Background: an optimization exercise with open tools, aiming at small area and a short achievable clock period. Do not read the settings as production practice. In this exercise RTL edits were held to simulation tests only and were not proved equivalent to the original. No activity file was given, so power comes from the tool's default toggle rates. The clock port is modelled as an ideal driver; clocking choices that lean on that would not hold on a real chip.

## flow/design.v (module list and top-level ports; edited modules follow where they fit)
// module sg_nand2: 1 lines
// module sg_nand3: 1 lines
// module sg_nor2: 1 lines
// module sg_nor2b: 1 lines
// module sg_inv: 1 lines
// module sg_xor2: 1 lines
// module sg_xnor2: 1 lines
// module sg_aoi21: 1 lines
// module sg_oai21: 1 lines
// module add_out: 976 lines
// module add_q: 836 lines
// module Scrambler: 71 lines
module Scrambler(
  input         clock,
  input         reset,
  input  [63:0] io_in,
  output [63:0] io_out
);
  // ...
==> flow/flow/run.sh <==
#!/bin/bash
# Layout flow: the standard flow (standard.sh, the ORFS make targets), run
# in two steps.  Synthesis is the standard one, unchanged.  The rest of the
# layout differs from the standard flow in two settings only:
#  - the port buffers that buffer_ports inserts are plain buffers (buf_2)
#    rather than the delay cell it would pick on its own, and
#  - the resizer may swap a cell for one of another footprint
#    (MATCH_CELL_FOOTPRINT=0; sky130hd's platform config sets it to 1).
# Each step's full output goes to its own log file in the work folder.
set -euo pipefail
bash standard.sh synth > run_synth.log 2>&1
bash standard.sh "BUFFER_PORTS_ARGS=-buffer_cell sky130_fd_sc_hd__buf_2" \
  MATCH_CELL_FOOTPRINT=0 finish > run_layout.log 2>&1
==> flow/standard.sh <==
#!/bin/bash
# synth_recipe.tcl (not shown) runs the flow's synth.tcl, then flattens the netlist and writes it again
# the make line also repeats each setting of config.mk as NAME=value (left out here)
make -C /OpenROAD-flow-scripts/flow DESIGN_CONFIG=/design/flow/config.mk WORK_HOME=/design/flow/orfs CLKGATE_MAP_FILE= SYNTH_SCRIPT=/design/flow/synth_recipe.tcl "${@:-finish}"
==> flow/config.mk <==
export PLATFORM = sky130hd
export DESIGN_NAME = Scrambler
export DESIGN_NICKNAME = Scrambler
export VERILOG_FILES = /design/flow/design.v
export SDC_FILE = /design/flow/constraint.sdc
export NUM_CORES = 4
export LEC_CHECK = 0
export CAP_MARGIN = 20
export CORE_MARGIN = 2
export CORE_UTILIZATION = 65
export CTS_CLUSTER_DIAMETER = 80
export CTS_CLUSTER_SIZE = 32
export SETUP_SLACK_MARGIN = 2.5
export SLEW_MARGIN = 20
export SYNTH_HIERARCHICAL = 1
export SYNTH_MINIMUM_KEEP_SIZE = 0
export TNS_END_PERCENT = 5
==> flow/constraint.sdc <==
create_clock -name core_clock -period 6.0 [get_ports {clock}]
set_input_delay 1.2000 -clock core_clock [delete_from_list [all_inputs] [get_ports {clock}]]
set_output_delay 1.2000 -clock core_clock [all_outputs]
set_load 0.01 [all_outputs]
==> run summary, run 1 <==
status=no timing/DRC/antenna violations; drt wl/cell=14.5 µm; Pre-antenna DRT Iters=5; multi-input combinational cell area=0.00691 mm²; placed cells=about 3.4k; R2R Path End=q1[63]; Final WS setup=between 1.5 and 2 ns; post-CTS setup buffers=14; CTS root buf=clkbuf_16; Reg area=about 0.03 mm²; Levels on crit path=14; Crit path arrival time=3.21 ns; Starting DRT DRC Count=roughly 700; Via density=4.72; Worst-path clk slew=roughly 0.11 ns; post-synthesis mux area share=0; Critical Path RT=about 4.8 ns; CP delay by family, top=compound AO/OA/AOI/OAI gates; Static Leak=about 17 nW; #MultiIn Comb=970; count leader, synth=dfxtp_1; synth cell count leaders=1479 x dfxtp_1, 170 x o21ai_1, 156 x xor2_1, 151 x nor2_1, 145 x a21oi_2; sequential cell fraction of total power=0.700; RR Startpoint=m6; gr ovfl total=0
==> module Scrambler, before the edit <==
module Scrambler(
  input         clock,
  input         reset,
  input  [63:0] io_in,
  output [63:0] io_out
);
  reg [63:0] p1;
  reg [63:0] p2;
  reg [63:0] p3;
  reg [63:0] p4;
  reg [63:0] p5;
  reg [63:0] p6;
  reg [63:0] q1;
  reg [63:0] q2;
  reg [63:0] q3;
  reg [63:0] q4;
  reg [63:0] q5;
  reg [63:0] q6;
  reg [63:0] q7;
  reg [63:0] q8;
  reg [63:0] q9;
  reg [63:0] q10;
  reg [63:0] q11;
  reg [63:0] q12;
  reg [63:0] q13;
  reg [63:0] q14;
  reg [63:0] q15;
  reg [63:0] q16;
  reg [63:0] q17;
  reg  [4:0] cnt;    
  reg        m6;     
  reg        m18;    
  wire m18_next = !reset && (m18 || cnt == 5'd17);
  add_out u_out (.a(io_in), .b(q17), .s(io_out));
  wire [63:0] q1_next;   
  add_q u_q (.a(p1), .b(p6), .m(m6), .s(q1_next));
  always @(posedge clock) begin
    p1  <= io_out;
    p2  <= p1;
    p3  <= p2;
    p4  <= p3;
    p5  <= p4;
    p6  <= p5;
    q1  <= q1_next;
    q2 <= q1;
    q3 <= q2;
    q4 <= q3;
    q5 <= q4;
    q6 <= q5;
    q7 <= q6;
    q8 <= q7;
    q9 <= q8;
    q10 <= q9;
    q11 <= q10;
    q12 <= q11;
    q13 <= q12;
    q14 <= q13;
    q15 <= q14;
    q16 <= q15;
    q17 <= m18_next ? q16 : 64'h0;
  end
  always @(posedge clock) begin
    if (reset) begin
      cnt <= 5'd0;
    end else if (!m18) begin
      cnt <= cnt + 5'd1;
    end
    m6  <= !reset && (m6 || cnt == 5'd5);
    m18 <= m18_next;
  end
endmodule
==> run 2, diff against run 1 <==
--- a/flow/design.v
+++ b/flow/design.v
@@ -460,206 +460,206 @@
   wire g7_56;
   wire g7_58;
   wire g6_59_n;
   wire g7_60;
   wire g6_61_n;
   wire g7_62;
   sg_nand2 u1 (.a(a[0]), .b(b[0]), .y(g0_0));
   sg_nor2 u2 (.a(a[0]), .b(b[0]), .y(p0_0));
-  sg_xor2 u3 (.a(a[0]), .b(b[0]), .y(x_0));
+  sg_nor2b u3 (.a(p0_0), .b_n(g0_0), .y(x_0));
   sg_nand2 u4 (.a(a[1]), .b(b[1]), .y(g0_1));
   sg_nor2 u5 (.a(a[1]), .b(b[1]), .y(p0_1));
-  sg_xor2 u6 (.a(a[1]), .b(b[1]), .y(x_1));
+  sg_nor2b u6 (.a(p0_1), .b_n(g0_1), .y(x_1));
   sg_nand2 u7 (.a(a[2]), .b(b[2]), .y(g0_2));
   sg_nor2 u8 (.a(a[2]), .b(b[2]), .y(p0_2));
-  sg_xor2 u9 (.a(a[2]), .b(b[2]), .y(x_2));
+  sg_nor2b u9 (.a(p0_2), .b_n(g0_2), .y(x_2));
   sg_nand2 u10 (.a(a[3]), .b(b[3]), .y(g0_3));
   sg_nor2 u11 (.a(a[3]), .b(b[3]), .y(p0_3));
-  sg_xor2 u12 (.a(a[3]), .b(b[3]), .y(x_3));
+  sg_nor2b u12 (.a(p0_3), .b_n(g0_3), .y(x_3));
   sg_nand2 u13 (.a(a[4]), .b(b[4]), .y(g0_4));
   sg_nor2 u14 (.a(a[4]), .b(b[4]), .y(p0_4));
-  sg_xor2 u15 (.a(a[4]), .b(b[4]), .y(x_4));
+  sg_nor2b u15 (.a(p0_4), .b_n(g0_4), .y(x_4));
   sg_nand2 u16 (.a(a[5]), .b(b[5]), .y(g0_5));
   sg_nor2 u17 (.a(a[5]), .b(b[5]), .y(p0_5));
-  sg_xor2 u18 (.a(a[5]), .b(b[5]), .y(x_5));
+  sg_nor2b u18 (.a(p0_5), .b_n(g0_5), .y(x_5));
   sg_nand2 u19 (.a(a[6]), .b(b[6]), .y(g0_6));
   sg_nor2 u20 (.a(a[6]), .b(b[6]), .y(p0_6));
-  sg_xor2 u21 (.a(a[6]), .b(b[6]), .y(x_6));
+  sg_nor2b u21 (.a(p0_6), .b_n(g0_6), .y(x_6));
   sg_nand2 u22 (.a(a[7]), .b(b[7]), .y(g0_7));
   sg_nor2 u23 (.a(a[7]), .b(b[7]), .y(p0_7));
-  sg_xor2 u24 (.a(a[7]), .b(b[7]), .y(x_7));
+  sg_nor2b u24 (.a(p0_7), .b_n(g0_7), .y(x_7));
   sg_nand2 u25 (.a(a[8]), .b(b[8]), .y(g0_8));
   sg_nor2 u26 (.a(a[8]), .b(b[8]), .y(p0_8));
-  sg_xor2 u27 (.a(a[8]), .b(b[8]), .y(x_8));
+  sg_nor2b u27 (.a(p0_8), .b_n(g0_8), .y(x_8));
   sg_nand2 u28 (.a(a[9]), .b(b[9]), .y(g0_9));
   sg_nor2 u29 (.a(a[9]), .b(b[9]), .y(p0_9));
-  sg_xor2 u30 (.a(a[9]), .b(b[9]), .y(x_9));
+  sg_nor2b u30 (.a(p0_9), .b_n(g0_9), .y(x_9));
   sg_nand2 u31 (.a(a[10]), .b(b[10]), .y(g0_10));
   sg_nor2 u32 (.a(a[10]), .b(b[10]), .y(p0_10));
-  sg_xor2 u33 (.a(a[10]), .b(b[10]), .y(x_10));
+  sg_nor2b u33 (.a(p0_10), .b_n(g0_10), .y(x_10));
   sg_nand2 u34 (.a(a[11]), .b(b[11]), .y(g0_11));
   sg_nor2 u35 (.a(a[11]), .b(b[11]), .y(p0_11));
-  sg_xor2 u36 (.a(a[11]), .b(b[11]), .y(x_11));
+  sg_nor2b u36 (.a(p0_11), .b_n(g0_11), .y(x_11));
   sg_nand2 u37 (.a(a[12]), .b(b[12]), .y(g0_12));
   sg_nor2 u38 (.a(a[12]), .b(b[12]), .y(p0_12));
-  sg_xor2 u39 (.a(a[12]), .b(b[12]), .y(x_12));
+  sg_nor2b u39 (.a(p0_12), .b_n(g0_12), .y(x_12));
   sg_nand2 u40 (.a(a[13]), .b(b[13]), .y(g0_13));
   sg_nor2 u41 (.a(a[13]), .b(b[13]), .y(p0_13));
-  sg_xor2 u42 (.a(a[13]), .b(b[13]), .y(x_13));
+  sg_nor2b u42 (.a(p0_13), .b_n(g0_13), .y(x_13));
   sg_nand2 u43 (.a(a[14]), .b(b[14]), .y(g0_14));
   sg_nor2 u44 (.a(a[14]), .b(b[14]), .y(p0_14));
-  sg_xor2 u45 (.a(a[14]), .b(b[14]), .y(x_14));
+  sg_nor2b u45 (.a(p0_14), .b_n(g0_14), .y(x_14));
   sg_nand2 u46 (.a(a[15]), .b(b[15]), .y(g0_15));
   sg_nor2 u47 (.a(a[15]), .b(b[15]), .y(p0_15));
-  sg_xor2 u48 (.a(a[15]), .b(b[15]), .y(x_15));
+  sg_nor2b u48 (.a(p0_15), .b_n(g0_15), .y(x_15));
   sg_nand2 u49 (.a(a[16]), .b(b[16]), .y(g0_16));
   sg_nor2 u50 (.a(a[16]), .b(b[16]), .y(p0_16));
-  sg_xor2 u51 (.a(a[16]), .b(b[16]), .y(x_16));
+  sg_nor2b u51 (.a(p0_16), .b_n(g0_16), .y(x_16));
   sg_nand2 u52 (.a(a[17]), .b(b[17]), .y(g0_17));
   sg_nor2 u53 (.a(a[17]), .b(b[17]), .y(p0_17));
-  sg_xor2 u54 (.a(a[17]), .b(b[17]), .y(x_17));
+  sg_nor2b u54 (.a(p0_17), .b_n(g0_17), .y(x_17));
   sg_nand2 u55 (.a(a[18]), .b(b[18]), .y(g0_18));
   sg_nor2 u56 (.a(a[18]), .b(b[18]), .y(p0_18));
-  sg_xor2 u57 (.a(a[18]), .b(b[18]), .y(x_18));
+  sg_nor2b u57 (.a(p0_18), .b_n(g0_18), .y(x_18));
   sg_nand2 u58 (.a(a[19]), .b(b[19]), .y(g0_19));
   sg_nor2 u59 (.a(a[19]), .b(b[19]), .y(p0_19));
-  sg_xor2 u60 (.a(a[19]), .b(b[19]), .y(x_19));
+  sg_nor2b u60 (.a(p0_19), .b_n(g0_19), .y(x_19));
   sg_nand2 u61 (.a(a[20]), .b(b[20]), .y(g0_20));
   sg_nor2 u62 (.a(a[20]), .b(b[20]), .y(p0_20));
-  sg_xor2 u63 (.a(a[20]), .b(b[20]), .y(x_20));
+  sg_nor2b u63 (.a(p0_20), .b_n(g0_20), .y(x_20));
   sg_nand2 u64 (.a(a[21]), .b(b[21]), .y(g0_21));
   sg_nor2 u65 (.a(a[21]), .b(b[21]), .y(p0_21));
-  sg_xor2 u66 (.a(a[21]), .b(b[21]), .y(x_21));
+  sg_nor2b u66 (.a(p0_21), .b_n(g0_21), .y(x_21));
   sg_nand2 u67 (.a(a[22]), .b(b[22]), .y(g0_22));
   sg_nor2 u68 (.a(a[22]), .b(b[22]), .y(p0_22));
-  sg_xor2 u69 (.a(a[22]), .b(b[22]), .y(x_22));
+  sg_nor2b u69 (.a(p0_22), .b_n(g0_22), .y(x_22));
   sg_nand2 u70 (.a(a[23]), .b(b[23]), .y(g0_23));
   sg_nor2 u71 (.a(a[23]), .b(b[23]), .y(p0_23));
-  sg_xor2 u72 (.a(a[23]), .b(b[23]), .y(x_23));
+  sg_nor2b u72 (.a(p0_23), .b_n(g0_23), .y(x_23));
   sg_nand2 u73 (.a(a[24]), .b(b[24]), .y(g0_24));
   sg_nor2 u74 (.a(a[24]), .b(b[24]), .y(p0_24));
-  sg_xor2 u75 (.a(a[24]), .b(b[24]), .y(x_24));
+  sg_nor2b u75 (.a(p0_24), .b_n(g0_24), .y(x_24));
   sg_nand2 u76 (.a(a[25]), .b(b[25]), .y(g0_25));
   sg_nor2 u77 (.a(a[25]), .b(b[25]), .y(p0_25));
-  sg_xor2 u78 (.a(a[25]), .b(b[25]), .y(x_25));
+  sg_nor2b u78 (.a(p0_25), .b_n(g0_25), .y(x_25));
   sg_nand2 u79 (.a(a[26]), .b(b[26]), .y(g0_26));
   sg_nor2 u80 (.a(a[26]), .b(b[26]), .y(p0_26));
-  sg_xor2 u81 (.a(a[26]), .b(b[26]), .y(x_26));
+  sg_nor2b u81 (.a(p0_26), .b_n(g0_26), .y(x_26));
   sg_nand2 u82 (.a(a[27]), .b(b[27]), .y(g0_27));
   sg_nor2 u83 (.a(a[27]), .b(b[27]), .y(p0_27));
-  sg_xor2 u84 (.a(a[27]), .b(b[27]), .y(x_27));
+  sg_nor2b u84 (.a(p0_27), .b_n(g0_27), .y(x_27));
   sg_nand2 u85 (.a(a[28]), .b(b[28]), .y(g0_28));
   sg_nor2 u86 (.a(a[28]), .b(b[28]), .y(p0_28));
-  sg_xor2 u87 (.a(a[28]), .b(b[28]), .y(x_28));
+  sg_nor2b u87 (.a(p0_28), .b_n(g0_28), .y(x_28));
   sg_nand2 u88 (.a(a[29]), .b(b[29]), .y(g0_29));
   sg_nor2 u89 (.a(a[29]), .b(b[29]), .y(p0_29));
-  sg_xor2 u90 (.a(a[29]), .b(b[29]), .y(x_29));
+  sg_nor2b u90 (.a(p0_29), .b_n(g0_29), .y(x_29));
   sg_nand2 u91 (.a(a[30]), .b(b[30]), .y(g0_30));
   sg_nor2 u92 (.a(a[30]), .b(b[30]), .y(p0_30));
-  sg_xor2 u93 (.a(a[30]), .b(b[30]), .y(x_30));
+  sg_nor2b u93 (.a(p0_30), .b_n(g0_30), .y(x_30));
   sg_nand2 u94 (.a(a[31]), .b(b[31]), .y(g0_31));
   sg_nor2 u95 (.a(a[31]), .b(b[31]), .y(p0_31));
-  sg_xor2 u96 (.a(a[31]), .b(b[31]), .y(x_31));
+  sg_nor2b u96 (.a(p0_31), .b_n(g0_31), .y(x_31));
   sg_nand2 u97 (.a(a[32]), .b(b[32]), .y(g0_32));
   sg_nor2 u98 (.a(a[32]), .b(b[32]), .y(p0_32));
-  sg_xor2 u99 (.a(a[32]), .b(b[32]), .y(x_32));
+  sg_nor2b u99 (.a(p0_32), .b_n(g0_32), .y(x_32));
   sg_nand2 u100 (.a(a[33]), .b(b[33]), .y(g0_33));
   sg_nor2 u101 (.a(a[33]), .b(b[33]), .y(p0_33));
-  sg_xor2 u102 (.a(a[33]), .b(b[33]), .y(x_33));
+  sg_nor2b u102 (.a(p0_33), .b_n(g0_33), .y(x_33));
   sg_nand2 u103 (.a(a[34]), .b(b[34]), .y(g0_34));
   sg_nor2 u104 (.a(a[34]), .b(b[34]), .y(p0_34));
-  sg_xor2 u105 (.a(a[34]), .b(b[34]), .y(x_34));
+  sg_nor2b u105 (.a(p0_34), .b_n(g0_34), .y(x_34));
   sg_nand2 u106 (.a(a[35]), .b(b[35]), .y(g0_35));
   sg_nor2 u107 (.a(a[35]), .b(b[35]), .y(p0_35));
-  sg_xor2 u108 (.a(a[35]), .b(b[35]), .y(x_35));
+  sg_nor2b u108 (.a(p0_35), .b_n(g0_35), .y(x_35));
   sg_nand2 u109 (.a(a[36]), .b(b[36]), .y(g0_36));
   sg_nor2 u110 (.a(a[36]), .b(b[36]), .y(p0_36));
-  sg_xor2 u111 (.a(a[36]), .b(b[36]), .y(x_36));
+  sg_nor2b u111 (.a(p0_36), .b_n(g0_36), .y(x_36));
   sg_nand2 u112 (.a(a[37]), .b(b[37]), .y(g0_37));
   sg_nor2 u113 (.a(a[37]), .b(b[37]), .y(p0_37));
-  sg_xor2 u114 (.a(a[37]), .b(b[37]), .y(x_37));
+  sg_nor2b u114 (.a(p0_37), .b_n(g0_37), .y(x_37));
   sg_nand2 u115 (.a(a[38]), .b(b[38]), .y(g0_38));
   sg_nor2 u116 (.a(a[38]), .b(b[38]), .y(p0_38));
-  sg_xor2 u117 (.a(a[38]), .b(b[38]), .y(x_38));
+  sg_nor2b u117 (.a(p0_38), .b_n(g0_38), .y(x_38));
   sg_nand2 u118 (.a(a[39]), .b(b[39]), .y(g0_39));
   sg_nor2 u119 (.a(a[39]), .b(b[39]), .y(p0_39));
-  sg_xor2 u120 (.a(a[39]), .b(b[39]), .y(x_39));
+  sg_nor2b u120 (.a(p0_39), .b_n(g0_39), .y(x_39));
   sg_nand2 u121 (.a(a[40]), .b(b[40]), .y(g0_40));
   sg_nor2 u122 (.a(a[40]), .b(b[40]), .y(p0_40));
-  sg_xor2 u123 (.a(a[40]), .b(b[40]), .y(x_40));
+  sg_nor2b u123 (.a(p0_40), .b_n(g0_40), .y(x_40));
   sg_nand2 u124 (.a(a[41]), .b(b[41]), .y(g0_41));
   sg_nor2 u125 (.a(a[41]), .b(b[41]), .y(p0_41));
-  sg_xor2 u126 (.a(a[41]), .b(b[41]), .y(x_41));
+  sg_nor2b u126 (.a(p0_41), .b_n(g0_41), .y(x_41));
   sg_nand2 u127 (.a(a[42]), .b(b[42]), .y(g0_42));
   sg_nor2 u128 (.a(a[42]), .b(b[42]), .y(p0_42));
-  sg_xor2 u129 (.a(a[42]), .b(b[42]), .y(x_42));
+  sg_nor2b u129 (.a(p0_42), .b_n(g0_42), .y(x_42));
   sg_nand2 u130 (.a(a[43]), .b(b[43]), .y(g0_43));
   sg_nor2 u131 (.a(a[43]), .b(b[43]), .y(p0_43));
-  sg_xor2 u132 (.a(a[43]), .b(b[43]), .y(x_43));
+  sg_nor2b u132 (.a(p0_43), .b_n(g0_43), .y(x_43));
   sg_nand2 u133 (.a(a[44]), .b(b[44]), .y(g0_44));
   sg_nor2 u134 (.a(a[44]), .b(b[44]), .y(p0_44));
-  sg_xor2 u135 (.a(a[44]), .b(b[44]), .y(x_44));
+  sg_nor2b u135 (.a(p0_44), .b_n(g0_44), .y(x_44));
   sg_nand2 u136 (.a(a[45]), .b(b[45]), .y(g0_45));
   sg_nor2 u137 (.a(a[45]), .b(b[45]), .y(p0_45));
-  sg_xor2 u138 (.a(a[45]), .b(b[45]), .y(x_45));
+  sg_nor2b u138 (.a(p0_45), .b_n(g0_45), .y(x_45));
   sg_nand2 u139 (.a(a[46]), .b(b[46]), .y(g0_46));
   sg_nor2 u140 (.a(a[46]), .b(b[46]), .y(p0_46));
-  sg_xor2 u141 (.a(a[46]), .b(b[46]), .y(x_46));
+  sg_nor2b u141 (.a(p0_46), .b_n(g0_46), .y(x_46));
   sg_nand2 u142 (.a(a[47]), .b(b[47]), .y(g0_47));
   sg_nor2 u143 (.a(a[47]), .b(b[47]), .y(p0_47));
-  sg_xor2 u144 (.a(a[47]), .b(b[47]), .y(x_47));
+  sg_nor2b u144 (.a(p0_47), .b_n(g0_47), .y(x_47));
   sg_nand2 u145 (.a(a[48]), .b(b[48]), .y(g0_48));
   sg_nor2 u146 (.a(a[48]), .b(b[48]), .y(p0_48));
-  sg_xor2 u147 (.a(a[48]), .b(b[48]), .y(x_48));
+  sg_nor2b u147 (.a(p0_48), .b_n(g0_48), .y(x_48));
   sg_nand2 u148 (.a(a[49]), .b(b[49]), .y(g0_49));
   sg_nor2 u149 (.a(a[49]), .b(b[49]), .y(p0_49));
-  sg_xor2 u150 (.a(a[49]), .b(b[49]), .y(x_49));
+  sg_nor2b u150 (.a(p0_49), .b_n(g0_49), .y(x_49));
   sg_nand2 u151 (.a(a[50]), .b(b[50]), .y(g0_50));
   sg_nor2 u152 (.a(a[50]), .b(b[50]), .y(p0_50));
-  sg_xor2 u153 (.a(a[50]), .b(b[50]), .y(x_50));
+  sg_nor2b u153 (.a(p0_50), .b_n(g0_50), .y(x_50));
   sg_nand2 u154 (.a(a[51]), .b(b[51]), .y(g0_51));
   sg_nor2 u155 (.a(a[51]), .b(b[51]), .y(p0_51));
-  sg_xor2 u156 (.a(a[51]), .b(b[51]), .y(x_51));
+  sg_nor2b u156 (.a(p0_51), .b_n(g0_51), .y(x_51));
   sg_nand2 u157 (.a(a[52]), .b(b[52]), .y(g0_52));
   sg_nor2 u158 (.a(a[52]), .b(b[52]), .y(p0_52));
-  sg_xor2 u159 (.a(a[52]), .b(b[52]), .y(x_52));
+  sg_nor2b u159 (.a(p0_52), .b_n(g0_52), .y(x_52));
   sg_nand2 u160 (.a(a[53]), .b(b[53]), .y(g0_53));
   sg_nor2 u161 (.a(a[53]), .b(b[53]), .y(p0_53));
-  sg_xor2 u162 (.a(a[53]), .b(b[53]), .y(x_53));
+  sg_nor2b u162 (.a(p0_53), .b_n(g0_53), .y(x_53));
   sg_nand2 u163 (.a(a[54]), .b(b[54]), .y(g0_54));
   sg_nor2 u164 (.a(a[54]), .b(b[54]), .y(p0_54));
-  sg_xor2 u165 (.a(a[54]), .b(b[54]), .y(x_54));
+  sg_nor2b u165 (.a(p0_54), .b_n(g0_54), .y(x_54));
   sg_nand2 u166 (.a(a[55]), .b(b[55]), .y(g0_55));
   sg_nor2 u167 (.a(a[55]), .b(b[55]), .y(p0_55));
-  sg_xor2 u168 (.a(a[55]), .b(b[55]), .y(x_55));
+  sg_nor2b u168 (.a(p0_55), .b_n(g0_55), .y(x_55));
   sg_nand2 u169 (.a(a[56]), .b(b[56]), .y(g0_56));
   sg_nor2 u170 (.a(a[56]), .b(b[56]), .y(p0_56));
-  sg_xor2 u171 (.a(a[56]), .b(b[56]), .y(x_56));
+  sg_nor2b u171 (.a(p0_56), .b_n(g0_56), .y(x_56));
   sg_nand2 u172 (.a(a[57]), .b(b[57]), .y(g0_57));
   sg_nor2 u173 (.a(a[57]), .b(b[57]), .y(p0_57));
-  sg_xor2 u174 (.a(a[57]), .b(b[57]), .y(x_57));
+  sg_nor2b u174 (.a(p0_57), .b_n(g0_57), .y(x_57));
   sg_nand2 u175 (.a(a[58]), .b(b[58]), .y(g0_58));
   sg_nor2 u176 (.a(a[58]), .b(b[58]), .y(p0_58));
-  sg_xor2 u177 (.a(a[58]), .b(b[58]), .y(x_58));
+  sg_nor2b u177 (.a(p0_58), .b_n(g0_58), .y(x_58));
   sg_nand2 u178 (.a(a[59]), .b(b[59]), .y(g0_59));
   sg_nor2 u179 (.a(a[59]), .b(b[59]), .y(p0_59));
-  sg_xor2 u180 (.a(a[59]), .b(b[59]), .y(x_59));
+  sg_nor2b u180 (.a(p0_59), .b_n(g0_59), .y(x_59));
   sg_nand2 u181 (.a(a[60]), .b(b[60]), .y(g0_60));
   sg_nor2 u182 (.a(a[60]), .b(b[60]), .y(p0_60));
-  sg_xor2 u183 (.a(a[60]), .b(b[60]), .y(x_60));
+  sg_nor2b u183 (.a(p0_60), .b_n(g0_60), .y(x_60));
   sg_nand2 u184 (.a(a[61]), .b(b[61]), .y(g0_61));
   sg_nor2 u185 (.a(a[61]), .b(b[61]), .y(p0_61));
-  sg_xor2 u186 (.a(a[61]), .b(b[61]), .y(x_61));
+  sg_nor2b u186 (.a(p0_61), .b_n(g0_61), .y(x_61));
   sg_nand2 u187 (.a(a[62]), .b(b[62]), .y(g0_62));
   sg_nor2 u188 (.a(a[62]), .b(b[62]), .y(p0_62));
-  sg_xor2 u189 (.a(a[62]), .b(b[62]), .y(x_62));
+  sg_nor2b u189 (.a(p0_62), .b_n(g0_62), .y(x_62));
   sg_nand2 u190 (.a(a[63]), .b(b[63]), .y(g0_63));
   sg_nor2 u191 (.a(a[63]), .b(b[63]), .y(p0_63));
-  sg_xor2 u192 (.a(a[63]), .b(b[63]), .y(x_63));
+  sg_nor2b u192 (.a(p0_63), .b_n(g0_63), .y(x_63));
   sg_oai21 u193 (.a1(p0_1), .a2(g0_0), .b1(g0_1), .y(g1_1));
   sg_oai21 u194 (.a1(p0_3), .a2(g0_2), .b1(g0_3), .y(g1_3));
   sg_nor2 u195 (.a(p0_3), .b(p0_2), .y(p1_3));
   sg_oai21 u196 (.a1(p0_5), .a2(g0_4), .b1(g0_5), .y(g1_5));
   sg_nor2 u197 (.a(p0_5), .b(p0_4), .y(p1_5));
   sg_oai21 u198 (.a1(p0_7), .a2(g0_6), .b1(g0_7), .y(g1_7));
   sg_nor2 u199 (.a(p0_7), .b(p0_6), .y(p1_7));
   sg_oai21 u200 (.a1(p0_9), .a2(g0_8), .b1(g0_9), .y(g1_9));
@@ -1749,80 +1749,80 @@
   sg_inv u378 (.a(g9_51), .y(g9_51_n));
   sg_oai21 u379 (.a1(p0_52), .a2(g9_51_n), .b1(g0_52), .y(g11_52));
   sg_oai21 u380 (.a1(p0_54), .a2(g10_53), .b1(g0_54), .y(g11_54));
   sg_oai21 u381 (.a1(p0_56), .a2(g8_55), .b1(g0_56), .y(g11_56));
   sg_oai21 u382 (.a1(p0_58), .a2(g10_57), .b1(g0_58), .y(g11_58));
   sg_inv u383 (.a(g9_59), .y(g9_59_n));
   sg_oai21 u384 (.a1(p0_60), .a2(g9_59_n), .b1(g0_60), .y(g11_60));
   sg_oai21 u385 (.a1(p0_62), .a2(g10_61), .b1(g0_62), .y(g11_62));
-  assign s[0] = x_0;
-  sg_xnor2 u386 (.a(x_1), .b(g0_0), .y(s[1]));
-  sg_xor2 u387 (.a(x_2), .b(g1_1), .y(s[2]));
-  sg_xor2 u388 (.a(x_3), .b(g11_2), .y(s[3]));
-  sg_xnor2 u389 (.a(x_4), .b(g2_3), .y(s[4]));
-  sg_xor2 u390 (.a(x_5), .b(g11_4), .y(s[5]));
-  sg_xnor2 u391 (.a(x_6), .b(g10_5), .y(s[6]));
-  sg_xor2 u392 (.a(x_7), .b(g11_6), .y(s[7]));
-  sg_xor2 u393 (.a(x_8), .b(g3_7), .y(s[8]));
-  sg_xor2 u394 (.a(x_9), .b(g11_8), .y(s[9]));
-  sg_xnor2 u395 (.a(x_10), .b(g10_9), .y(s[10]));
-  sg_xor2 u396 (.a(x_11), .b(g11_10), .y(s[11]));
-  sg_xor2 u397 (.a(x_12), .b(g9_11), .y(s[12]));
-  sg_xor2 u398 (.a(x_13), .b(g11_12), .y(s[13]));
-  sg_xnor2 u399 (.a(x_14), .b(g10_13), .y(s[14]));
-  sg_xor2 u400 (.a(x_15), .b(g11_14), .y(s[15]));
-  sg_xnor2 u401 (.a(x_16), .b(g4_15), .y(s[16]));
-  sg_xor2 u402 (.a(x_17), .b(g11_16), .y(s[17]));
-  sg_xnor2 u403 (.a(x_18), .b(g10_17), .y(s[18]));
-  sg_xor2 u404 (.a(x_19), .b(g11_18), .y(s[19]));
-  sg_xor2 u405 (.a(x_20), .b(g9_19), .y(s[20]));
-  sg_xor2 u406 (.a(x_21), .b(g11_20), .y(s[21]));
-  sg_xnor2 u407 (.a(x_22), .b(g10_21), .y(s[22]));
-  sg_xor2 u408 (.a(x_23), .b(g11_22), .y(s[23]));
-  sg_xnor2 u409 (.a(x_24), .b(g8_23), .y(s[24]));
-  sg_xor2 u410 (.a(x_25), .b(g11_24), .y(s[25]));
-  sg_xnor2 u411 (.a(x_26), .b(g10_25), .y(s[26]));
-  sg_xor2 u412 (.a(x_27), .b(g11_26), .y(s[27]));
-  sg_xor2 u413 (.a(x_28), .b(g9_27), .y(s[28]));
-  sg_xor2 u414 (.a(x_29), .b(g11_28), .y(s[29]));
-  sg_xnor2 u415 (.a(x_30), .b(g10_29), .y(s[30]));
-  sg_xor2 u416 (.a(x_31), .b(g11_30), .y(s[31]));
-  sg_xor2 u417 (.a(x_32), .b(g5_31), .y(s[32]));
-  sg_xor2 u418 (.a(x_33), .b(g11_32), .y(s[33]));
-  sg_xnor2 u419 (.a(x_34), .b(g10_33), .y(s[34]));
-  sg_xor2 u420 (.a(x_35), .b(g11_34), .y(s[35]));
-  sg_xor2 u421 (.a(x_36), .b(g9_35), .y(s[36]));
-  sg_xor2 u422 (.a(x_37), .b(g11_36), .y(s[37]));
-  sg_xnor2 u423 (.a(x_38), .b(g10_37), .y(s[38]));
-  sg_xor2 u424 (.a(x_39), .b(g11_38), .y(s[39]));
-  sg_xnor2 u425 (.a(x_40), .b(g8_39), .y(s[40]));
-  sg_xor2 u426 (.a(x_41), .b(g11_40), .y(s[41]));
-  sg_xnor2 u427 (.a(x_42), .b(g10_41), .y(s[42]));
-  sg_xor2 u428 (.a(x_43), .b(g11_42), .y(s[43]));
-  sg_xor2 u429 (.a(x_44), .b(g9_43), .y(s[44]));
-  sg_xor2 u430 (.a(x_45), .b(g11_44), .y(s[45]));
-  sg_xnor2 u431 (.a(x_46), .b(g10_45), .y(s[46]));
-  sg_xor2 u432 (.a(x_47), .b(g11_46), .y(s[47]));
-  sg_xor2 u433 (.a(x_48), .b(g7_47), .y(s[48]));
-  sg_xor2 u434 (.a(x_49), .b(g11_48), .y(s[49]));
-  sg_xnor2 u435 (.a(x_50), .b(g10_49), .y(s[50]));
-  sg_xor2 u436 (.a(x_51), .b(g11_50), .y(s[51]));
-  sg_xor2 u437 (.a(x_52), .b(g9_51), .y(s[52]));
-  sg_xor2 u438 (.a(x_53), .b(g11_52), .y(s[53]));
-  sg_xnor2 u439 (.a(x_54), .b(g10_53), .y(s[54]));
-  sg_xor2 u440 (.a(x_55), .b(g11_54), .y(s[55]));
-  sg_xnor2 u441 (.a(x_56), .b(g8_55), .y(s[56]));
-  sg_xor2 u442 (.a(x_57), .b(g11_56), .y(s[57]));
-  sg_xnor2 u443 (.a(x_58), .b(g10_57), .y(s[58]));
-  sg_xor2 u444 (.a(x_59), .b(g11_58), .y(s[59]));
-  sg_xor2 u445 (.a(x_60), .b(g9_59), .y(s[60]));
-  sg_xor2 u446 (.a(x_61), .b(g11_60), .y(s[61]));
-  sg_xnor2 u447 (.a(x_62), .b(g10_61), .y(s[62]));
-  sg_xor2 u448 (.a(x_63), .b(g11_62), .y(s[63]));
+  sg_inv u386 (.a(x_0), .y(s[0]));
+  sg_xor2 u387 (.a(x_1), .b(g0_0), .y(s[1]));
+  sg_xnor2 u388 (.a(x_2), .b(g1_1), .y(s[2]));
+  sg_xnor2 u389 (.a(x_3), .b(g11_2), .y(s[3]));
+  sg_xor2 u390 (.a(x_4), .b(g2_3), .y(s[4]));
+  sg_xnor2 u391 (.a(x_5), .b(g11_4), .y(s[5]));
+  sg_xor2 u392 (.a(x_6), .b(g10_5), .y(s[6]));
+  sg_xnor2 u393 (.a(x_7), .b(g11_6), .y(s[7]));
+  sg_xnor2 u394 (.a(x_8), .b(g3_7), .y(s[8]));
+  sg_xnor2 u395 (.a(x_9), .b(g11_8), .y(s[9]));
+  sg_xor2 u396 (.a(x_10), .b(g10_9), .y(s[10]));
+  sg_xnor2 u397 (.a(x_11), .b(g11_10), .y(s[11]));
+  sg_xnor2 u398 (.a(x_12), .b(g9_11), .y(s[12]));
+  sg_xnor2 u399 (.a(x_13), .b(g11_12), .y(s[13]));
+  sg_xor2 u400 (.a(x_14), .b(g10_13), .y(s[14]));
+  sg_xnor2 u401 (.a(x_15), .b(g11_14), .y(s[15]));
+  sg_xor2 u402 (.a(x_16), .b(g4_15), .y(s[16]));
+  sg_xnor2 u403 (.a(x_17), .b(g11_16), .y(s[17]));
+  sg_xor2 u404 (.a(x_18), .b(g10_17), .y(s[18]));
+  sg_xnor2 u405 (.a(x_19), .b(g11_18), .y(s[19]));
+  sg_xnor2 u406 (.a(x_20), .b(g9_19), .y(s[20]));
+  sg_xnor2 u407 (.a(x_21), .b(g11_20), .y(s[21]));
+  sg_xor2 u408 (.a(x_22), .b(g10_21), .y(s[22]));
+  sg_xnor2 u409 (.a(x_23), .b(g11_22), .y(s[23]));
+  sg_xor2 u410 (.a(x_24), .b(g8_23), .y(s[24]));
+  sg_xnor2 u411 (.a(x_25), .b(g11_24), .y(s[25]));
+  sg_xor2 u412 (.a(x_26), .b(g10_25), .y(s[26]));
+  sg_xnor2 u413 (.a(x_27), .b(g11_26), .y(s[27]));
+  sg_xnor2 u414 (.a(x_28), .b(g9_27), .y(s[28]));
+  sg_xnor2 u415 (.a(x_29), .b(g11_28), .y(s[29]));
+  sg_xor2 u416 (.a(x_30), .b(g10_29), .y(s[30]));
+  sg_xnor2 u417 (.a(x_31), .b(g11_30), .y(s[31]));
+  sg_xnor2 u418 (.a(x_32), .b(g5_31), .y(s[32]));
+  sg_xnor2 u419 (.a(x_33), .b(g11_32), .y(s[33]));
+  sg_xor2 u420 (.a(x_34), .b(g10_33), .y(s[34]));
+  sg_xnor2 u421 (.a(x_35), .b(g11_34), .y(s[35]));
+  sg_xnor2 u422 (.a(x_36), .b(g9_35), .y(s[36]));
+  sg_xnor2 u423 (.a(x_37), .b(g11_36), .y(s[37]));
+  sg_xor2 u424 (.a(x_38), .b(g10_37), .y(s[38]));
+  sg_xnor2 u425 (.a(x_39), .b(g11_38), .y(s[39]));
+  sg_xor2 u426 (.a(x_40), .b(g8_39), .y(s[40]));
+  sg_xnor2 u427 (.a(x_41), .b(g11_40), .y(s[41]));
+  sg_xor2 u428 (.a(x_42), .b(g10_41), .y(s[42]));
+  sg_xnor2 u429 (.a(x_43), .b(g11_42), .y(s[43]));
+  sg_xnor2 u430 (.a(x_44), .b(g9_43), .y(s[44]));
+  sg_xnor2 u431 (.a(x_45), .b(g11_44), .y(s[45]));
+  sg_xor2 u432 (.a(x_46), .b(g10_45), .y(s[46]));
+  sg_xnor2 u433 (.a(x_47), .b(g11_46), .y(s[47]));
+  sg_xnor2 u434 (.a(x_48), .b(g7_47), .y(s[48]));
+  sg_xnor2 u435 (.a(x_49), .b(g11_48), .y(s[49]));
+  sg_xor2 u436 (.a(x_50), .b(g10_49), .y(s[50]));
+  sg_xnor2 u437 (.a(x_51), .b(g11_50), .y(s[51]));
+  sg_xnor2 u438 (.a(x_52), .b(g9_51), .y(s[52]));
+  sg_xnor2 u439 (.a(x_53), .b(g11_52), .y(s[53]));
+  sg_xor2 u440 (.a(x_54), .b(g10_53), .y(s[54]));
+  sg_xnor2 u441 (.a(x_55), .b(g11_54), .y(s[55]));
+  sg_xor2 u442 (.a(x_56), .b(g8_55), .y(s[56]));
+  sg_xnor2 u443 (.a(x_57), .b(g11_56), .y(s[57]));
+  sg_xor2 u444 (.a(x_58), .b(g10_57), .y(s[58]));
+  sg_xnor2 u445 (.a(x_59), .b(g11_58), .y(s[59]));
+  sg_xnor2 u446 (.a(x_60), .b(g9_59), .y(s[60]));
+  sg_xnor2 u447 (.a(x_61), .b(g11_60), .y(s[61]));
+  sg_xor2 u448 (.a(x_62), .b(g10_61), .y(s[62]));
+  sg_xnor2 u449 (.a(x_63), .b(g11_62), .y(s[63]));
 endmodule
 module Scrambler(
   input         clock,
   input         reset,
   input  [63:0] io_in,
   output [63:0] io_out
 );
   reg [63:0] p1;
@@ -1847,16 +1847,17 @@
   reg [63:0] q14;
   reg [63:0] q15;
   reg [63:0] q16;
   reg [63:0] q17;
   reg  [4:0] cnt;    
   reg        m6;     
   reg        m18;    
   wire m18_next = !reset && (m18 || cnt == 5'd17);
+  wire m6_next  = !reset && (m6 || cnt == 5'd5);
   add_out u_out (.a(io_in), .b(q17), .s(io_out));
   wire [63:0] q1_next;   
   add_q u_q (.a(p1), .b(p6), .m(m6), .s(q1_next));
   always @(posedge clock) begin
     p1  <= io_out;
     p2  <= p1;
     p3  <= p2;
     p4  <= p3;
@@ -1873,20 +1874,20 @@
     q9 <= q8;
     q10 <= q9;
     q11 <= q10;
     q12 <= q11;
     q13 <= q12;
     q14 <= q13;
     q15 <= q14;
     q16 <= q15;
-    q17 <= m18_next ? q16 : 64'h0;
+    q17 <= m18_next ? ~q16 : 64'h0;
   end
   always @(posedge clock) begin
     if (reset) begin
       cnt <= 5'd0;
     end else if (!m18) begin
       cnt <= cnt + 5'd1;
     end
-    m6  <= !reset && (m6 || cnt == 5'd5);
+    m6  <= m6_next;
     m18 <= m18_next;
   end
 endmodule
==> flow/flow/run.sh (replaced) <==
#!/bin/bash
# Layout flow: the standard flow (standard.sh, the ORFS make targets), run
# in two steps.  The layout differs from the standard flow in these settings
# only:
#  - synthesis is the standard one with ABC told that each gate drives a
#    1 fF load (ABC_LOAD_IN_FF=1; sky130hd's default is 5).  The adders are
#    written as one-gate modules that synthesis maps one at a time, and with
#    the default load ABC maps each to a larger drive strength than most
#    need (a21oi_2, nor2b_4); the resizer later upsizes the gates that timing
#    needs.  The registers are those of the standard synthesis;
#  - the pins are placed by flow/io.tcl (ORFS IO_CONSTRAINTS): io_in[i] and
#    io_out[i] side by side along the bottom edge in bit order, so that the
#    adder between them can be placed compactly;
#  - the port buffers that buffer_ports inserts are plain buffers (buf_2)
#    rather than the delay cell it would pick on its own;
#  - the resizer may swap a cell for one of another footprint
#    (MATCH_CELL_FOOTPRINT=0; sky130hd's platform config sets it to 1).
# Each step's full output goes to its own log file in the work folder.
set -euo pipefail
here=$(pwd)
bash standard.sh ABC_LOAD_IN_FF=1 synth > run_synth.log 2>&1
bash standard.sh "IO_CONSTRAINTS=$here/flow/io.tcl" IO_PIN_STEP=2 \
  "BUFFER_PORTS_ARGS=-buffer_cell sky130_fd_sc_hd__buf_2" \
  MATCH_CELL_FOOTPRINT=0 finish > run_layout.log 2>&1
==> flow/flow/io.tcl (new file) <==
# Pin placement, sourced at the end of floorplanning (ORFS IO_CONSTRAINTS).
# io_in[i] and io_out[i] sit side by side along the bottom edge, in bit order
# (bit 0 at the left), so that the io_in -> io_out adder can be placed as a
# compact strip next to its pins.  clock and reset go on the left edge.
set die [ord::get_die_area]
set W [expr {[lindex $die 2] - [lindex $die 0]}]
set H [expr {[lindex $die 3] - [lindex $die 1]}]
set pitch 0.46
set offset 0.23
set step $::env(IO_PIN_STEP)
set n 128
set span [expr {($n - 1) * $step * $pitch}]
set k [expr {int((($W - $span) / 2.0 - $offset) / $pitch)}]
for {set i 0} {$i < 64} {incr i} {
  foreach p [list "io_in\[$i\]" "io_out\[$i\]"] {
    place_pin -pin_name $p -layer met2 \
      -location [list [expr {$offset + $k * $pitch}] 0.242] -force_to_die_boundary
    incr k $step
  }
}
# the left edge's horizontal pins use met3 on a 0.68 um pitch (offset 0.34)
set row [expr {int(($H / 2.0 - 0.34) / 0.68)}]
place_pin -pin_name clock -layer met3 \
  -location [list 0.4 [expr {0.34 + $row * 0.68}]] -force_to_die_boundary
place_pin -pin_name reset -layer met3 \
  -location [list 0.4 [expr {0.34 + ($row + 8) * 0.68}]] -force_to_die_boundary
==> run summary, run 2 <==
CP startpoint kind=input pin (unchanged); Critical Path RT=4.80 ns (about the same); CP max stage delay=0.24 ns (about the same); fin crit share=0.729 (was 0.735); Final Cell Area=0.0388 mm² (was 0.0401 mm²); Worst-Skew Late Latency=0.64 ns (about the same); Static Leak=15.9 nW (was 17.1 nW); hold wc startpoint=p3[34] (was p5[17]); Via density=4.86 (was 4.72); WP buf/inv=4 (was 5); Non-Filler Instances=3429 (was 3475); Cells after Synth=2520 (was 2516); Worst Max-Slew Pin Slew=0.820 ns (was 0.937 ns); CP max FO=6 (was 8); peak supply drop=0.000343 V (was 0.000272 V); final core utilization=0.723 (was 0.726); Finish-stage setup viols=0 (unchanged); commonest cells after routing, fill and taps aside=1478 x dfxtp_1, 177 x nor2_1, 144 x o21ai_1 (was 1478 x dfxtp_1, 155 x xor2_1, 138 x o21ai_1, 138 x a21oi_2, 126 x buf_2); Tot GR Track Use=0.223 (was 0.171); H-tree Lvls=2 (unchanged); status=no timing/DRC/antenna violations (unchanged); antenna viol nets, final=0 (unchanged); reg2reg setup slack=2.07 ns (was 2.69 ns); CP Class=in2out (unchanged); Max Slew Vio Count=0 (unchanged); nets@finish=2790 (was 2791); cts bufs inserted=53 (was 52); post-synth top area cell=dfxtp_1 (unchanged); Final Hold Viols=0 (unchanged); Max-slew headroom=0.449 (was 0.374); max cap viols=0 (unchanged); met1 Track Usage GR=0.237 (was 0.236); ys flop type=dfxtp_1 (unchanged); largest family of logic cells by synthesized area=simple AND/OR/NAND/NOR gates (unchanged); number of flops mapped to enable cells by yosys=0 (unchanged); first-pass GRT wire length=93500 µm (was 78400 µm); vias in the first global route=16.8k (was 16.0k); hold bufs inserted after CTS=0 (unchanged); hold endpoint=p4[34] (was p6[17]); synthesized cell area=0.0351 mm² (was 0.0364 mm²); Hold Slack=0.315 ns (was 0.323 ns); post-synthesis sequential area ratio=0.845 (was 0.814); via count=16.7k (was 16.4k); drt wl/cell=18.4 µm (was 14.5 µm); RSZ-0062 raised after global routing=yes (unchanged); die area=0.0558 mm² (was 0.0579 mm²); commonest non-fill, non-tap cell in the layout=dfxtp_1 (unchanged); CTS tree=yes (unchanged); CP Cell Sequence=buf_2 -> nor2_1 -> nor2_1 -> a21oi_1 -> o21ai_2 -> a21oi_2 -> o21ai_4 -> buf_12 -> buf_12 -> a21oi_4 -> o21ai_1 -> xor2_1 -> buf_2 (was buf_4 -> nand2_2 -> o21ai_2 -> a21oi_4 -> o21ai_4 -> a21oi_4 -> buf_12 -> o21ai_4 -> buf_12 -> buf_16 -> a21oi_4 -> o21ai_2 -> xor2_1 -> buf_2); largest net degree at the start of global routing=66 (was 52); Residual DRC=0 (unchanged); yosys warns=7 (unchanged); Clock Sinks=1479 (unchanged); Total Power=15.4 mW (was 15.3 mW); gr ovfl total=0 (unchanged); row cnt=85 (was 86); slowest stage cell on the critical path=xor2_1 (unchanged); maximum buffer depth of the clock tree=3 (unchanged); Hold Path Depth=0 (unchanged); Area contributors post-synth=dfxtp_1 84%, o21ai_1 2.4%, nor2_1 2.3%, nor2b_1 2.3%, a21oi_1 2.1% (was dfxtp_1 81%, xor2_1 3.8%, a21oi_2 3.5%, nor2b_4 2.4%, o21ai_1 2.3%); Placement Cell Area=0.0366 mm² (was 0.0381 mm²); input/output buffers=129 (unchanged); core area=0.0536 mm² (was 0.0552 mm²); complex-gate fraction of the synthesized area=0.0456 (was 0.0586); share of layout cells above drive strength 1=0.119 (was 0.187); post-synthesis async set-or-reset flop share=0 (unchanged); RR Startpoint=m6 (unchanged); fmax=0.229 GHz (was 0.227 GHz); Final WS setup=1.63 ns (was 1.59 ns); Place WS=1.03 ns (was 1.19 ns); HPWL Detailed=42700 µm (was 31800 µm); placed cells=3339 (was 3388); drt total wl=63000 µm (was 50500 µm); height of the die=236 µm (was 241 µm); gr busiest metal=met2 (unchanged); count leader, synth=dfxtp_1 (unchanged); crit path time final=4.37 ns (was 4.41 ns); Starting Density=0.654 (was 0.659); Crit path arrival time=3.17 ns (was 3.21 ns); synth cell count leaders=1479 x dfxtp_1, 216 x nor2_1, 170 x o21ai_1, 146 x a21oi_1, 129 x nor2b_1 (was 1479 x dfxtp_1, 170 x o21ai_1, 156 x xor2_1, 151 x nor2_1, 145 x a21oi_2); Die X=236 µm (was 241 µm); CP delay by family, top=compound AO/OA/AOI/OAI gates (unchanged); area share of fa/ha/maj cells after synthesis=0.000714 (was 0.000688); antenna violations before repair=7 (was 2); area grow syn2layout=10.6% (was 10.2%); Pre-antenna DRT Iters=7 (was 5); R2R Path End=q1[63] (unchanged); gp weighted congestion=0.904 (was 0.811); Post-Synth XOR/XNOR Area=0.0325 (was 0.0467); Worst-path clk slew=0.11 ns (about the same); hold crit path type=reg2reg (unchanged); Synth Area in Simple Gates=0.0679 (was 0.0721); I/O pin cnt=0 (was 130); worst reg-to-reg path cell count=13 (was 14); Pwr Density=397 mW/mm² (was 382 mW/mm²); syn avg cell area=13.9 µm² (was 14.5 µm²); met3 Usage GRT=0.0296 (was 0.0355); post-synthesis mux area share=0 (unchanged); Yosys cell types=18 (was 20); Synth top area share=0.845 (was 0.814); Setup Skew=0.0365 ns (was 0.0290 ns); Starting DRT DRC Count=741 (was 719); flops & latches, synth=1479 (unchanged); CTS root buf=clkbuf_16 (unchanged); syn nets=2588 (was 2584); met2 Use GR=0.421 (was 0.277); crit end category=primary output (unchanged); TNS Setup=0 ns (unchanged)
[run 2: cell count changes in the layout (fill, tap and decap cells not counted), moves of 21 or more]
cell and change:
a21oi_1 +125, a21oi_2 -124, and2_1 -64, nor2_1 +59, nor2b_1 +128, nor2b_4 -64, xnor2_1 +21, xor2_1 -95
[run 2: final cells by class]
cell class	instances	area [µm²]
Inverter	61	241
Antenna cell	5	12.5
Fill cell	3514	14800
Timing Repair Buffer	154	907
Sequential cell	1479	29600
Clock inverter	5	83.8
Multi-Input combinational cell	972	5690
Tap cell	696	871
Clock buffer	56	1340
Timing Repair inverter	1	8.76
[run 2: metal layers]
metal | routed length [µm] | share of wire
met1 | 24200 | 0.38
met3 | 1520 | 0.024
met2 | 33300 | 0.53
met4 | 4000 | 0.063
met5 | 0 | 0
[run 2: worst max-delay path by stage]
stage | to | startpoint | cells past startpoint
global placement | io_out[43] | io_in[0] | 13
finish | io_out[55] | io_in[22] | 13
global route | io_out[45] | io_in[7] | 14
CTS | io_out[57] | io_in[0] | 14
detailed placement | io_out[43] | io_in[0] | 13
floorplan | io_out[63] | io_in[0] | 11
[run 2: Yosys stat by module (local to each module, per instance), a selection]
module     copies in the design  cells inside
Scrambler                     1          1574
add_out                       1             1
sg_aoi21                    145             1
sg_inv                       57             1
sg_nand2                    110             1
sg_nand3                     64             1
sg_nor2                     145             1
sg_nor2b                    128             1
sg_xnor2                     58             1
sg_xor2                      68             1
[run 2: cell families after synthesis]
kind of cell / after synthesis
and+or+nand+nor: 522
AOI/OAI and AO/OA: 318
adders and majority gates: 2
buffers and inverters: 69
xor gates and xnor gates: 130
DFF: 1479
[run 2: timing repair]
action / in CTS / in global routing
endpoints found under the setup margin: 89 / 91
pin swaps: 15 / 22
buffers inserted: 20 / 3
resized for setup: 47 / 74
gates cloned: 1 / 0
hold endpoints to repair: 0 / 0
[run 2: power by group]
| group | leakage (nW) | internal, mW | switching (mW) |
|---|---|---|---|
| clock network | 0.694 | 1.64 | 2.67 |
| registers | 12.5 | 10.5 | 0.233 |
| logic | 2.71 | 0.110 | 0.199 |
| total | 15.9 | 12.3 | 3.11 |
[run 2: worst register-to-register path, cell delays in order (launching register included)]
cell     delay (ns)
dfxtp_4        0.59
nand3_1        0.19
o21ai_1        0.27
a21oi_1        0.19
o21ai_1        0.37
a21oi_1        0.31
o21ai_2        0.36
inv_1          0.14
o21ai_1        0.33
a21oi_1        0.23
o21ai_1        0.39
a21oi_1        0.17
o21ai_1        0.19
xnor2_1        0.12
==> run 3, diff against run 2 <==
--- a/flow/config.mk
+++ b/flow/config.mk
@@ -7,7 +7,7 @@
 export LEC_CHECK = 0
 export CAP_MARGIN = 20
 export CORE_MARGIN = 2
-export CORE_UTILIZATION = 65
+export CORE_UTILIZATION = 60
 export CTS_CLUSTER_DIAMETER = 80
 export CTS_CLUSTER_SIZE = 32
 export SETUP_SLACK_MARGIN = 2.5
==> run summary, run 3 <==
post-synthesis mux area share=0 (unchanged); WP buf/inv=4 (unchanged); fin crit share=0.724 (was 0.729); vias in the first global route=16.4k (was 16.8k); antenna viol nets, final=0 (unchanged); I/O pin cnt=0 (unchanged); met1 Track Usage GR=0.218 (was 0.237); area grow syn2layout=11.3% (was 10.6%); CP Class=in2out (unchanged); share of layout cells above drive strength 1=0.124 (was 0.119); syn nets=2588 (unchanged); Pwr Density=397 mW/mm² (about the same); Final WS setup=1.66 ns (was 1.63 ns); largest net degree at the start of global routing=66 (unchanged); Yosys cell types=18 (unchanged); Most Frequent Cell on Critical Path=o21ai_4; filler instances=4105 (was 3514); syn avg cell area=13.9 µm² (unchanged); CTS root buf=clkbuf_16 (unchanged); Final Hold Viols=0 (unchanged); Worst Max-Slew Pin Slew=0.818 ns (was 0.820 ns); cts bufs inserted=54 (was 53); worst reg-to-reg path cell count=13 (unchanged); post-synthesis sequential area ratio=0.845 (unchanged); hold crit path type=reg2reg (unchanged); met3 Usage GRT=0.0264 (was 0.0296); Max Slew Vio Count=0 (unchanged); fmax=0.230 GHz (was 0.229 GHz); via count=16.6k (was 16.7k); Max-slew headroom=0.454 (was 0.449); crit path time final=4.34 ns (was 4.37 ns); flops & latches, synth=1479 (unchanged); Area contributors post-synth=dfxtp_1 84%, o21ai_1 2.4%, nor2_1 2.3%, nor2b_1 2.3%, a21oi_1 2.1% (unchanged); status=no timing/DRC/antenna violations (unchanged); met2 Use GR=0.374 (was 0.421); area share of fa/ha/maj cells after synthesis=0.000714 (unchanged); CP delay by family, top=compound AO/OA/AOI/OAI gates (unchanged); post-synthesis async set-or-reset flop share=0 (unchanged); peak supply drop=0.000340 V (was 0.000343 V); synth cell count leaders=1479 x dfxtp_1, 216 x nor2_1, 170 x o21ai_1, 146 x a21oi_1, 129 x nor2b_1 (unchanged); Hold Path Depth=0 (unchanged); hold endpoint=p6[0] (was p4[34]); CP max stage delay=0.23 ns (was 0.24 ns); crit path launch=io_in[0] (was io_in[22]); H-tree Lvls=2 (unchanged); height of the die=246 µm (was 236 µm); Crit path arrival time=3.14 ns (was 3.17 ns); number of flops mapped to enable cells by yosys=0 (unchanged); commonest non-fill, non-tap cell in the layout=dfxtp_1 (unchanged); Setup Skew=0.0351 ns (was 0.0365 ns); row cnt=88 (was 85); gp weighted congestion=0.882 (was 0.904); maximum buffer depth of the clock tree=3 (unchanged); Static Leak=15.9 nW (about the same); drt wl/cell=17.6 µm (was 18.4 µm); Synth top area share=0.845 (unchanged); die area=0.0604 mm² (was 0.0558 mm²); HPWL Detailed=42900 µm (was 42700 µm); Worst-Skew Late Latency=0.65 ns (was 0.64 ns); gr ovfl total=0 (unchanged); Critical Path RT=4.80 ns (about the same); CP startpoint kind=input pin (unchanged); RR Startpoint=m6 (unchanged); largest family of logic cells by synthesized area=simple AND/OR/NAND/NOR gates (unchanged); Tot GR Track Use=0.202 (was 0.223); drt total wl=61600 µm (was 63000 µm); yosys warns=7 (unchanged); Post-Synth XOR/XNOR Area=0.0325 (unchanged); Pre-antenna DRT Iters=5 (was 7); Clock Sinks=1479 (unchanged); Starting DRT DRC Count=728 (was 741); Starting Density=0.608 (was 0.654); nets@finish=2792 (was 2790); CTS tree=yes (unchanged); Finish-stage setup viols=0 (unchanged); max cap viols=0 (unchanged); crit end category=primary output (unchanged); Synth Area in Simple Gates=0.0679 (unchanged); hold wc startpoint=p5[0] (was p3[34]); Place WS=1.06 ns (was 1.03 ns); complex-gate fraction of the synthesized area=0.0456 (unchanged); count leader, synth=dfxtp_1 (unchanged); post-synth top area cell=dfxtp_1 (unchanged); Via density=4.75 (was 4.86); hold bufs inserted after CTS=0 (unchanged); slowest stage cell on the critical path=xor2_2 (was xor2_1); reg2reg setup slack=2.63 ns (was 2.07 ns); commonest cells after routing, fill and taps aside=1478 x dfxtp_1, 174 x nor2_1, 146 x o21ai_1 (was 1478 x dfxtp_1, 177 x nor2_1, 144 x o21ai_1); Residual DRC=0 (unchanged); synthesized cell area=0.0351 mm² (unchanged); Die X=246 µm (was 236 µm); antenna violations before repair=6 (was 7); RSZ-0062 raised after global routing=yes (unchanged); first-pass GRT wire length=90900 µm (was 93500 µm); Cells after Synth=2520 (unchanged); CP Cell Sequence=clkbuf_4 -> nand2_8 -> o21ai_4 -> a21oi_4 -> o21ai_4 -> a21oi_4 -> o21ai_4 -> inv_4 -> o21ai_2 -> inv_1 -> o21ai_1 -> xor2_2 -> buf_2 (was buf_2 -> nor2_1 -> nor2_1 -> a21oi_1 -> o21ai_2 -> a21oi_2 -> o21ai_4 -> buf_12 -> buf_12 -> a21oi_4 -> o21ai_1 -> xor2_1 -> buf_2); gr busiest metal=met2 (unchanged); Worst-path clk slew=0.11 ns (about the same); R2R Path End=q1[63] (unchanged); CP max FO=9 (was 6); Hold Slack=0.303 ns (was 0.315 ns); ys flop type=dfxtp_1 (unchanged); TNS Setup=0 ns (unchanged); core area=0.0577 mm² (was 0.0536 mm²); input/output buffers=129 (unchanged)
## run 3: cell counts after synthesis
Identical to the previous run, type by type.
## run 3: timing repair
action / 4_1_cts / 5_1_grt
setup endpoints to repair: 92 / 67
buffers inserted: 17 / 8
endpoints found under the hold margin: 0 / 0
pin swaps: 18 / 21
resized for setup: 54 / 77
## run 3: modules after synthesis, one instance, submodules excluded, excerpt
| module | times used | cells | area (µm²) |
|---|---|---|---|
| sg_xnor2 | 58 | 1 | 8.76 |
| sg_nor2 | 145 | 1 | 3.75 |
| sg_xor2 | 68 | 1 | 8.76 |
| sg_oai21 | 170 | 1 | 5.00 |
| sg_nand3 | 64 | 1 | 5.00 |
| add_out | 1 | 1 | 7.51 |
| Scrambler | 1 | 1574 | 30100 |
| sg_nand2 | 110 | 1 | 3.75 |
| sg_inv | 57 | 1 | 3.75 |
## run 3: stage by stage
step                      power (mW)  instance area, µm²  utilization  std cells
after floorplan                 11.0               35200            -       2520
after global placement          11.3               36700        0.637       3408
after detailed placement        11.3               36700        0.637       3408
after CTS                       15.6               38700        0.670       3489
after global routing            16.1               39000        0.676       3499
final                           15.5               39000        0.676       3500
## run 3: kinds of logic (layout without fill, tap and decap cells)
family	Yosys count	count (layout)
flops	1479	1479
simple gates	522	522
fa+ha+maj	2	2
compound gates	318	318
buf+inv	69	281
other cells	0	3
xor+xnor	130	130
## run 3: worst max path at each step
stage	to	slack, ns	cells after the start
after detailed placement	io_out[43]	1.06	13
after global routing	io_out[49]	1.54	13
after global placement	io_out[43]	1.09	13
final	io_out[49]	1.66	13
after floorplan	io_out[63]	2.04	11
after CTS	io_out[59]	1.62	12
## run 3: worst register-to-register path, delay by kind of cell (launching register included)
| kind | cells | cell delay [ns] |
|---|---|---|
| compound gates | 10 | 2.32 |
| simple gates | 1 | 0.20 |
| flops | 1 | 0.52 |
| buf+inv | 1 | 0.14 |
| xor+xnor | 1 | 0.12 |
## run 3: area by class of cell
type	count	area (µm²)	share of cell area
Antenna cell	3	7.51	0.000192
Clock buffer	57	1390	0.0357
Clock inverter	7	141	0.00362
Inverter	61	231	0.00593
Multi-Input combinational cell	972	5770	0.148
Sequential cell	1479	29600	0.759
Tap cell	765	957	0.0245
Timing Repair Buffer	156	897	0.0230
## run 3: where the power goes
part	internal (mW)	total, mW	leakage [nW]	switching [mW]
Combinational	0.110	0.308	2.72	0.198
Sequential	10.5	10.8	12.5	0.226
Clock	1.72	4.43	0.744	2.71
Total	12.4	15.5	15.9	3.13
## run 3: metal layers
| metal | share of wire | wire length, µm |
|---|---|---|
| met3 | 0.025 | 1520 |
| met5 | 0 | 0 |
| met4 | 0.073 | 4470 |
| met1 | 0.38 | 23600 |
| met2 | 0.52 | 31900 |
==> run 4, diff against run 3 <==
--- a/flow/config.mk
+++ b/flow/config.mk
@@ -7,7 +7,7 @@
 export LEC_CHECK = 0
 export CAP_MARGIN = 20
 export CORE_MARGIN = 2
-export CORE_UTILIZATION = 60
+export CORE_UTILIZATION = 70
 export CTS_CLUSTER_DIAMETER = 80
 export CTS_CLUSTER_SIZE = 32
 export SETUP_SLACK_MARGIN = 2.5
==> run summary, run 4 <==
crit end category=primary output (unchanged); vias in the first global route=18.1k (was 16.4k); crit path launch=io_in[14] (was io_in[0]); post-synthesis async set-or-reset flop share=0 (unchanged); Max-slew headroom=0.442 (was 0.454); Yosys cell types=18 (unchanged); drt total wl=69000 µm (was 61600 µm); share of layout cells above drive strength 1=0.124 (about the same); hold bufs inserted after CTS=0 (unchanged); Max Slew Vio Count=0 (unchanged); commonest cells after routing, fill and taps aside=1478 x dfxtp_1, 182 x nor2_1, 136 x o21ai_1 (was 1478 x dfxtp_1, 174 x nor2_1, 146 x o21ai_1); syn nets=2588 (unchanged); RR Startpoint=m6 (unchanged); Synth top area share=0.845 (unchanged); input/output buffers=129 (unchanged); drt wl/cell=20.2 µm (was 17.6 µm); I/O pin cnt=0 (unchanged); R2R Path End=q1[63] (unchanged); synthesized cell area=0.0351 mm² (unchanged); peak supply drop=0.000317 V (was 0.000340 V); CTS tree=yes (unchanged); worst reg-to-reg path cell count=14 (was 13); Finish-stage setup viols=0 (unchanged); Hold Slack=0.323 ns (was 0.303 ns); maximum buffer depth of the clock tree=3 (unchanged); first-pass GRT wire length=104000 µm (was 90900 µm); Crit path arrival time=3.19 ns (was 3.14 ns); Setup Skew=0.0312 ns (was 0.0351 ns); largest net degree at the start of global routing=66 (unchanged); synth cell count leaders=1479 x dfxtp_1, 216 x nor2_1, 170 x o21ai_1, 146 x a21oi_1, 129 x nor2b_1 (unchanged); Total Power=15.5 mW (about the same); HPWL Detailed=44300 µm (was 42900 µm); Worst-path clk slew=0.11 ns (about the same); nets@finish=2803 (was 2792); ys flop type=dfxtp_1 (unchanged); Residual DRC=0 (unchanged); Cells after Synth=2520 (unchanged); Area contributors post-synth=dfxtp_1 84%, o21ai_1 2.4%, nor2_1 2.3%, nor2b_1 2.3%, a21oi_1 2.1% (unchanged); crit path time final=4.39 ns (was 4.34 ns); crit path capture=io_out[45] (was io_out[49]); area grow syn2layout=10.9% (was 11.3%); via count=17.2k (was 16.6k); Worst-Skew Late Latency=0.64 ns (was 0.65 ns); commonest non-fill, non-tap cell in the layout=dfxtp_1 (unchanged); Pre-antenna DRT Iters=5 (unchanged); Final Hold Viols=0 (unchanged); post-synthesis sequential area ratio=0.845 (unchanged); max cap viols=0 (unchanged); count leader, synth=dfxtp_1 (unchanged); die area=0.0519 mm² (was 0.0604 mm²); CP max FO=6 (was 9); number of flops mapped to enable cells by yosys=0 (unchanged); Tot GR Track Use=0.265 (was 0.202); gr ovfl total=0 (unchanged); fin crit share=0.732 (was 0.724); Static Leak=16.0 nW (was 15.9 nW); core area=0.0498 mm² (was 0.0577 mm²); Die X=228 µm (was 246 µm); flops & latches, synth=1479 (unchanged); Via density=5.04 (was 4.75); antenna viol nets, final=0 (unchanged); Starting Density=0.704 (was 0.608); Worst Max-Slew Pin Slew=0.837 ns (was 0.818 ns); yosys warns=7 (unchanged); fmax=0.228 GHz (was 0.230 GHz); post-synth top area cell=dfxtp_1 (unchanged); CP Class=in2out (unchanged); reg2reg setup slack=2.43 ns (was 2.63 ns); Pwr Density=399 mW/mm² (was 397 mW/mm²); cts bufs inserted=53 (was 54); H-tree Lvls=2 (unchanged); Critical Path RT=4.80 ns (about the same); status=no timing/DRC/antenna violations (unchanged); CP startpoint kind=input pin (unchanged); TNS Setup=0 ns (unchanged); height of the die=228 µm (was 246 µm); syn avg cell area=13.9 µm² (unchanged); hold crit path type=reg2reg (unchanged); row cnt=82 (was 88); antenna violations before repair=6 (unchanged); Starting DRT DRC Count=999 (was 728); RSZ-0062 raised after global routing=yes (unchanged); gp weighted congestion=0.862 (was 0.882); Clock Sinks=1479 (unchanged); CTS root buf=clkbuf_16 (unchanged)
-- run 4: cell counts after synthesis --
No cell type changed its count.
-- run 4: per-module statistics from Yosys, one instance, submodules excluded, excerpt --
module	cells inside	flip-flops and latches	copies in the design
sg_oai21	1	0	170
Scrambler	1574	1479	1
sg_xor2	1	0	68
sg_inv	1	0	57
sg_aoi21	1	0	145
sg_xnor2	1	0	58
sg_nor2b	1	0	128
sg_nand3	1	0	64
-- run 4: through the flow --
| step | setup WS (ns) | cells | util | instance area [µm²] |
|---|---|---|---|---|
| after floorplan | 2.04 | 2520 | - | 35200 |
| after global placement | 1.25 | 3315 | 0.736 | 36600 |
| after detailed placement | 1.18 | 3315 | 0.736 | 36600 |
| after CTS | 1.60 | 3404 | 0.775 | 38600 |
| after global routing | 1.52 | 3413 | 0.781 | 38900 |
| final | 1.61 | 3416 | 0.781 | 38900 |
-- run 4: how the worst min path moves through the flow --
| stage | startpoint | to | cells after the start |
|---|---|---|---|
| CTS | q12[50] | q13[50] | 0 |
| global placement | p5[14] | p6[14] | 0 |
| floorplan | p2[0] | p3[0] | 0 |
| finish | p4[39] | p5[39] | 0 |
| detailed placement | p5[15] | p6[15] | 0 |
| global route | q7[7] | q8[7] | 0 |
-- run 4: power by group --
part	switching [mW]	leakage, nW	internal (mW)
clock	2.71	0.709	1.68
sequential	0.262	12.5	10.5
combinational	0.206	2.80	0.111
-- run 4: layer usage --
layer | up-vias | track usage | wire (µm)
li1 | 8392 | - | -
met5 | - | 0 | 0
met4 | 0 | 0.178 | 5160
met2 | 421 | 0.499 | 36700
met3 | 221 | 0.0356 | 2060
met1 | 8191 | 0.274 | 25100
-- run 4: logic make-up after synthesis --
kind of cell / Yosys count / synth area share
XOR/XNOR: 130 / 0.0325
adder cells (fa/ha/maj): 2 / 0.000714
AO/OA/AOI/OAI: 318 / 0.0456
flip-flops: 1479 / 0.845
buffers and inverters: 69 / 0.00867
AND/OR/NAND/NOR: 522 / 0.0679
-- run 4: what timing repair did --
action | 4_1_cts | 5_1_grt
resized for setup | 59 | 65
pin swaps | 23 | 26
buffers inserted | 29 | 8
endpoints found under the setup margin | 96 | 67
-- run 4: final cells by class --
cell class / count / area [µm²]
well taps: 672 / 841
diodes: 4 / 10.0
clock buffers: 56 / 1380
flip-flops and latches: 1479 / 29600
fillers: 2732 / 10900
inverters: 61 / 234
repair buffers: 168 / 998
clock inverters: 4 / 71.3
multi-input cells: 972 / 5730
-- run 4: critical path, cell delays in order --
cell and delay [ns]:
buf_2 0.11, nor2_1 0.17, nor2_1 0.09, a21oi_1 0.20, o21ai_2 0.10, a21oi_4 0.23
o21ai_4 0.11, buf_6 0.14, buf_4 0.15, a21oi_4 0.15, o21ai_2 0.10, xor2_2 0.24
buf_2 0.18

==> separate check: timing with driven ports <==
In the flow no input, the clock included, has a driving cell. The finished layouts below were timed again as built, in two steps. Step 1 assumes that a clkbuf_16 drives the clock port and a buf_2 every other input. Step 2 moves the port delays by t, midway between the first and last clock arrival at a register: inputs arrive t later, outputs are due t later. That takes back most of the time a late clock gives input paths. Slacks: ideal / step 1 / step 2; pairs: ideal / step 1.
| run | t, ns | slack for setup (ns) | worst setup path at the end |
|---|---|---|---|
| run 1 | 0.679 | 1.592 / 1.568 / 1.568 | input to output |
| run 2 | 0.665 | 1.628 / 1.605 / 1.605 | input to output |
| run 3 | 0.668 | 1.658 / 1.618 / 1.618 | input to output |
| run 4 | 0.670 | 1.606 / 1.561 / 1.561 | input to output |
After both steps setup and hold are still met in every run listed. The setup slack of run 4, which loses most, moves by -0.045 ns with the drivers and by -0.045 ns with both steps.
